This is an optimization exercise on Yosys and OpenROAD, whose aim is small area, not a production implementation.
The RTL was checked by simulation tests, not by an equivalence proof against the original design.
Power figures rest on the tool's default switching activity, not on a simulated workload.

== P ==
==> flow/design.v <==
module ClockDivider(
input in_clk,
input reset,
output out_rise
    );
	reg[4:0] count;
	assign out_rise = count[4] & count[1] & count[0];
	always @ (posedge in_clk) begin
		if (reset)
			count <= 5'd10;
		else if (out_rise)
			count <= 0;
		else
			count <= count + 1'b1;
	end
endmodule
module Debounce(
    input clk,
    input PB,
    output PB_down
);
reg PB_sync_0;  always @(posedge clk) PB_sync_0 <= PB;
reg PB_sync_1;  always @(posedge clk) PB_sync_1 <= PB_sync_0;
reg PB_state;
reg [5:0] PB_cnt;
wire PB_idle = (PB_state==PB_sync_1);
wire PB_cnt_max = &PB_cnt;
always @(posedge clk)
if(PB_idle)
    PB_cnt <= 0;
else
begin
    PB_cnt <= PB_cnt + 6'd1;
    if(PB_cnt_max) PB_state <= ~PB_state;
end
assign PB_down = ~PB_idle & PB_cnt_max & ~PB_state;
endmodule
module binary_to_segment(
input[3:0] bin,
output reg[6:0] seven
    );
	always @(*) begin
		case (bin)
		4'd0: seven = 7'b1000000;
		4'd1: seven = 7'b1111001;
		4'd2: seven = 7'b0100100;
		4'd3: seven = 7'b0110000;
		4'd4: seven = 7'b0011001;
		4'd5: seven = 7'b0010010;
		4'd6: seven = 7'b0000010;
		4'd7: seven = 7'b1111000;
		4'd8: seven = 7'b0000000;
		4'd9: seven = 7'b0010000;
		default: seven = 7'bxxxxxxx;
		endcase
	end
endmodule
module seven_alternate(
input clk,
input en,
input reset,
input[3:0] s0,
input[2:0] s1,
input[3:0] m0,
input[2:0] m1,
output reg[3:0] small_bin,
output reg[3:0] AN
    );
	reg[1:0] count;
	always @ (*) begin
		case (count)
			2'b00: begin AN = 4'b1110; small_bin = s0; end
			2'b01: begin AN = 4'b1101; small_bin = {1'b0, s1}; end
			2'b10: begin AN = 4'b1011; small_bin = m0; end
			default: begin AN = 4'b0111; small_bin = {1'b0, m1}; end
		endcase
	end
	always @ (posedge clk) begin
		if (reset) count <= 0;
		else if (en) count <= count + 1'b1;
	end
endmodule
module KitchenTimer(
input clk, reset, minbtn, secbtn, pause, start, count_up, zippy,
input[5:0] timesetter,
output zled,
output [6:0] seven,
output [3:0] AN);
	reg[1:0] state;
	assign zled = state[1] & state[0];
	wire clean_reset, clean_minbtn, clean_secbtn, clean_pause, clean_start;
	Debounce DBRST(clk, reset, clean_reset);
	Debounce DBMIN(clk, minbtn, clean_minbtn);
	Debounce DBSEC(clk, secbtn, clean_secbtn);
	Debounce DBPAUSE(clk, pause, clean_pause);
	Debounce DBSTART(clk, start, clean_start);
	wire[2:0] m1; wire[3:0] m0; wire[2:0] s1; wire[3:0] s0;
	wire khz_rise;
	ClockDivider CDK(clk, clean_reset, khz_rise);
	wire[3:0] current_bin;
	seven_alternate SA(clk, khz_rise, clean_reset, s0, s1, m0, m1, current_bin, AN);
	binary_to_segment SEG(current_bin, seven);
	wire setting = state == 2'b00;
	wire running = state == 2'b01;
	wire advance = running & ~clean_pause;
	wire tick, tzero, m6x;
	RateCounter RC(clk, clean_reset, advance, zippy, tick);
	wire down_zero = advance & ~count_up & tzero;
	wire up_wrap = advance & count_up & m6x;
	wire zero_up = zled & count_up;
	wire set_ok = setting & ~clean_start;
	TimeCore TC(clk, clean_reset | up_wrap, zero_up,
		set_ok & clean_secbtn, set_ok & ~clean_secbtn & clean_minbtn,
		advance & ~down_zero & ~up_wrap & tick, count_up, timesetter,
		m1, m0, s1, s0, tzero, m6x);
	always @ (posedge clk) begin
		if (clean_reset)
			state <= 2'b00;
		else case (state)
			2'b00: if (clean_start) state <= 2'b01;
			2'b01: if (clean_pause) state <= 2'b10; else if (down_zero) state <= 2'b11;
			2'b10: if (clean_pause) state <= 2'b01;
			default: if (count_up) state <= 2'b01;
		endcase
	end
endmodule
module RateCounter(input clk, input reset, input en, input zippy, output tick);
	reg[8:0] r400; reg[2:0] r5;
	wire fast_flag = r400 == 9'd399;
	wire slow_flag = fast_flag && r5 == 3'd4;
	assign tick = zippy ? fast_flag : slow_flag;
	always @(posedge clk) begin
		if (reset) begin
			r400 <= 0; r5 <= 0;
		end else if (en) begin
			if (fast_flag) begin
				r400 <= 0;
				r5 <= (r5 == 3'd4) ? 3'd0 : r5 + 1'b1;
			end else
				r400 <= r400 + 1'b1;
		end
	end
endmodule
module TimeCore(input clk, input clear, input one, input set_sec, input set_min,
	input step, input up, input[5:0] ts,
	output reg[2:0] m1, output reg[3:0] m0, output reg[2:0] s1, output reg[3:0] s0,
	output tzero, output m6x);
	assign tzero = m1 == 0 && m0 == 0 && s1 == 0 && s0 == 0;
	assign m6x = m1 == 3'd6;
	wire m68 = m1 == 3'd6 && m0 == 4'd8;
	wire ts_hi = ts[5:2] == 4'b1111;          
	wire wrap = m68 & (ts[5:4] != 2'b00);     
	reg[5:0] cin;
	always @(*) begin
		if (!set_sec) cin = ts;
		else if (wrap) cin = {ts[5:4] - 1'b1, ts[3:0]};
		else if (ts_hi) cin = {4'b0000, ts[1:0]};
		else cin = ts;
	end
	wire[6:0] conv;
	bin2bcd CV(cin, conv);
	wire c0 = step & (up ? s0 == 4'd9 : s0 == 4'd0);
	wire c1 = c0 & (up ? s1 == 3'd5 : s1 == 3'd0);
	wire mstep = c1 | (set_sec & ts_hi & ~wrap);
	wire mup = up | set_sec;
	wire c2 = mstep & (mup ? m0 == 4'd9 : m0 == 4'd0);
	wire mclear = clear | one | (set_sec & wrap);
	always @(posedge clk) begin
		if (clear | one) begin
			s0 <= {3'b000, one & ~clear}; s1 <= 0;
		end else if (set_sec) begin
			{s1, s0} <= conv;
		end else if (step) begin
			s0 <= up ? (s0 == 4'd9 ? 4'd0 : s0 + 1'b1) : (s0 == 4'd0 ? 4'd9 : s0 - 1'b1);
			if (c0) s1 <= up ? (s1 == 3'd5 ? 3'd0 : s1 + 1'b1) : (s1 == 3'd0 ? 3'd5 : s1 - 1'b1);
		end
		if (mclear) begin
			m1 <= 0; m0 <= 0;
		end else if (set_min) begin
			{m1, m0} <= conv;
		end else if (mstep) begin
			m0 <= mup ? (m0 == 4'd9 ? 4'd0 : m0 + 1'b1) : (m0 == 4'd0 ? 4'd9 : m0 - 1'b1);
			if (c2) m1 <= mup ? m1 + 1'b1 : m1 - 1'b1;
		end
	end
endmodule
module bin2bcd(input[5:0] b, output[6:0] d);
	wire[3:0] a1 = {1'b0, b[5:3]};
	wire[3:0] c1 = a1 >= 5 ? a1 + 4'd3 : a1;
	wire[3:0] a2 = {c1[2:0], b[2]};
	wire[3:0] c2 = a2 >= 5 ? a2 + 4'd3 : a2;
	wire[3:0] a3 = {c2[2:0], b[1]};
	wire[3:0] c3 = a3 >= 5 ? a3 + 4'd3 : a3;
	assign d = {c1[3], c2[3], c3[3], c3[2:0], b[0]};
endmodule
export LEC_CHECK = 0
export CAP_MARGIN = 20
export CORE_MARGIN = 2
export CORE_UTILIZATION = 40
export CTS_BUF_LIST = sky130_fd_sc_hd__clkbuf_16
export CTS_CLUSTER_DIAMETER = 500
export CTS_CLUSTER_SIZE = 100
export SLEW_MARGIN = 20
create_clock -name core_clock -period 12.0 [get_ports {clk}]
standard.sh (not shown) runs the stock make flow with config.mk's settings and CLKGATE_MAP_FILE= SYNTH_SCRIPT=/design/flow/synth_recipe.tcl, a recipe that flattens the netlist after the stock synthesis.
==> flow/flow/run.sh <==
#!/bin/bash
# Own flow: the standard synthesis for reference, the same synthesis with area-oriented ABC
# scripts (best one kept), then the standard layout steps with small port buffers.
set -uo pipefail
W=$PWD
F=$W/flow
make_synth() {  # $1 work home, $2 synth script
  make -C $FLOW_HOME DESIGN_CONFIG=$W/config.mk WORK_HOME=$1 CLKGATE_MAP_FILE= \
    SYNTH_SCRIPT=$2 CAP_MARGIN=20 CORE_MARGIN=2 CORE_UTILIZATION=40 SLEW_MARGIN=20 \
    ADDER_MAP_FILE= synth
}
# reference: the standard synthesis
make -C $FLOW_HOME DESIGN_CONFIG=$W/config.mk WORK_HOME=$W/std CLKGATE_MAP_FILE= \
  SYNTH_SCRIPT=$W/synth_recipe.tcl CAP_MARGIN=20 CORE_MARGIN=2 CORE_UTILIZATION=40 SLEW_MARGIN=20 \
  synth > $W/synth_std.log 2>&1 || exit 1
STD=$W/std/results/$FLOW_PLATFORM/KitchenTimer/base/1_2_yosys.v
best=""; bestarea=""
for i in 1 2 3; do
  sed "s|@ABC@|$F/abc$i.script|" $F/my_synth.tcl.in > $W/my_synth_$i.tcl
  ( make_synth $W/syn$i $W/my_synth_$i.tcl > $W/synth_$i.log 2>&1 ) &
done
wait
for i in 1 2 3; do
  N=$W/syn$i/results/$FLOW_PLATFORM/KitchenTimer/base/1_2_yosys.v
  R=$W/syn$i/reports/$FLOW_PLATFORM/KitchenTimer/base/synth_stat.txt
  [ -f $N ] || continue
  python3 $F/regs.py $STD $N >> $W/regs_check.log 2>&1 || continue
  a=$(grep "Chip area for module" $R | tail -1 | awk '{print $NF}')
  echo "abc$i: $a" >> $W/synth_choice.log
  if [ -z "$best" ] || python3 -c "import sys; sys.exit(0 if $a < $bestarea else 1)"; then best=$N; bestarea=$a; fi
done
[ -n "$best" ] || best=$STD
echo "chosen: $best" >> $W/synth_choice.log
cp $best $W/chosen_netlist.v
bash $W/standard.sh SYNTH_NETLIST_FILES=$W/chosen_netlist.v \
  "BUFFER_PORTS_ARGS=-buffer_cell sky130_fd_sc_hd__buf_1" finish > $W/layout.log 2>&1
Other scripts of this flow, unchanged in this note and not shown: flow/flow/abc1.script, flow/flow/abc2.script, flow/flow/abc3.script, flow/flow/my_synth.tcl.in, flow/flow/regs.py
P went all the way through synthesis, placement and routing and the layout is clean on timing, DRC and antenna.
> inputs changed (P -> S)
diff --git a/flow/config.mk b/flow/config.mk
--- a/flow/config.mk
+++ b/flow/config.mk
@@ -9,6 +9,3 @@
 export CORE_MARGIN = 2
 export CORE_UTILIZATION = 40
-export CTS_BUF_LIST = sky130_fd_sc_hd__clkbuf_16
-export CTS_CLUSTER_DIAMETER = 500
-export CTS_CLUSTER_SIZE = 100
 export SLEW_MARGIN = 20
Notes after the runs:
Going from P to S, total power shrank by a little under 10%.
P and S ended up with nearly the same period utilization.
In the reports for P and S, the smaller combinational share of power belongs to P.

-- re-timing with driven ports --
The flow's constraints put no driver on any port. The routed layouts listed below were extracted and timed again, unchanged, in two steps. Step 1 (the two cells are an assumption about what drives the block):
set clk [get_ports {clk}]
set_driving_cell -lib_cell sky130_fd_sc_hd__clkbuf_16 $clk
set_driving_cell -lib_cell sky130_fd_sc_hd__buf_2 [delete_from_list [all_inputs] $clk]
Step 2, shift: input delay + t, output delay - t, t = (earliest + latest rising clock arrival at the registers) / 2. This alone moves slack from input paths to output paths. a / b / c = ideal ports / drivers / drivers and shift; a / b = the first two.
run | shift t [ns] | setup WS [ns] | worst data-port slew with drivers (ns) | cell pins on the clock port's net
P | 0.361 | 6.829 / 6.829 / 6.533 | 0.04 | 1
S | 0.368 | 6.829 / 6.829 / 6.541 | 0.04 | 1
After both steps setup and hold are still met in every run listed. For P, which loses most, drivers alone change the setup slack by 0.000 ns; drivers and shift together by -0.296 ns.
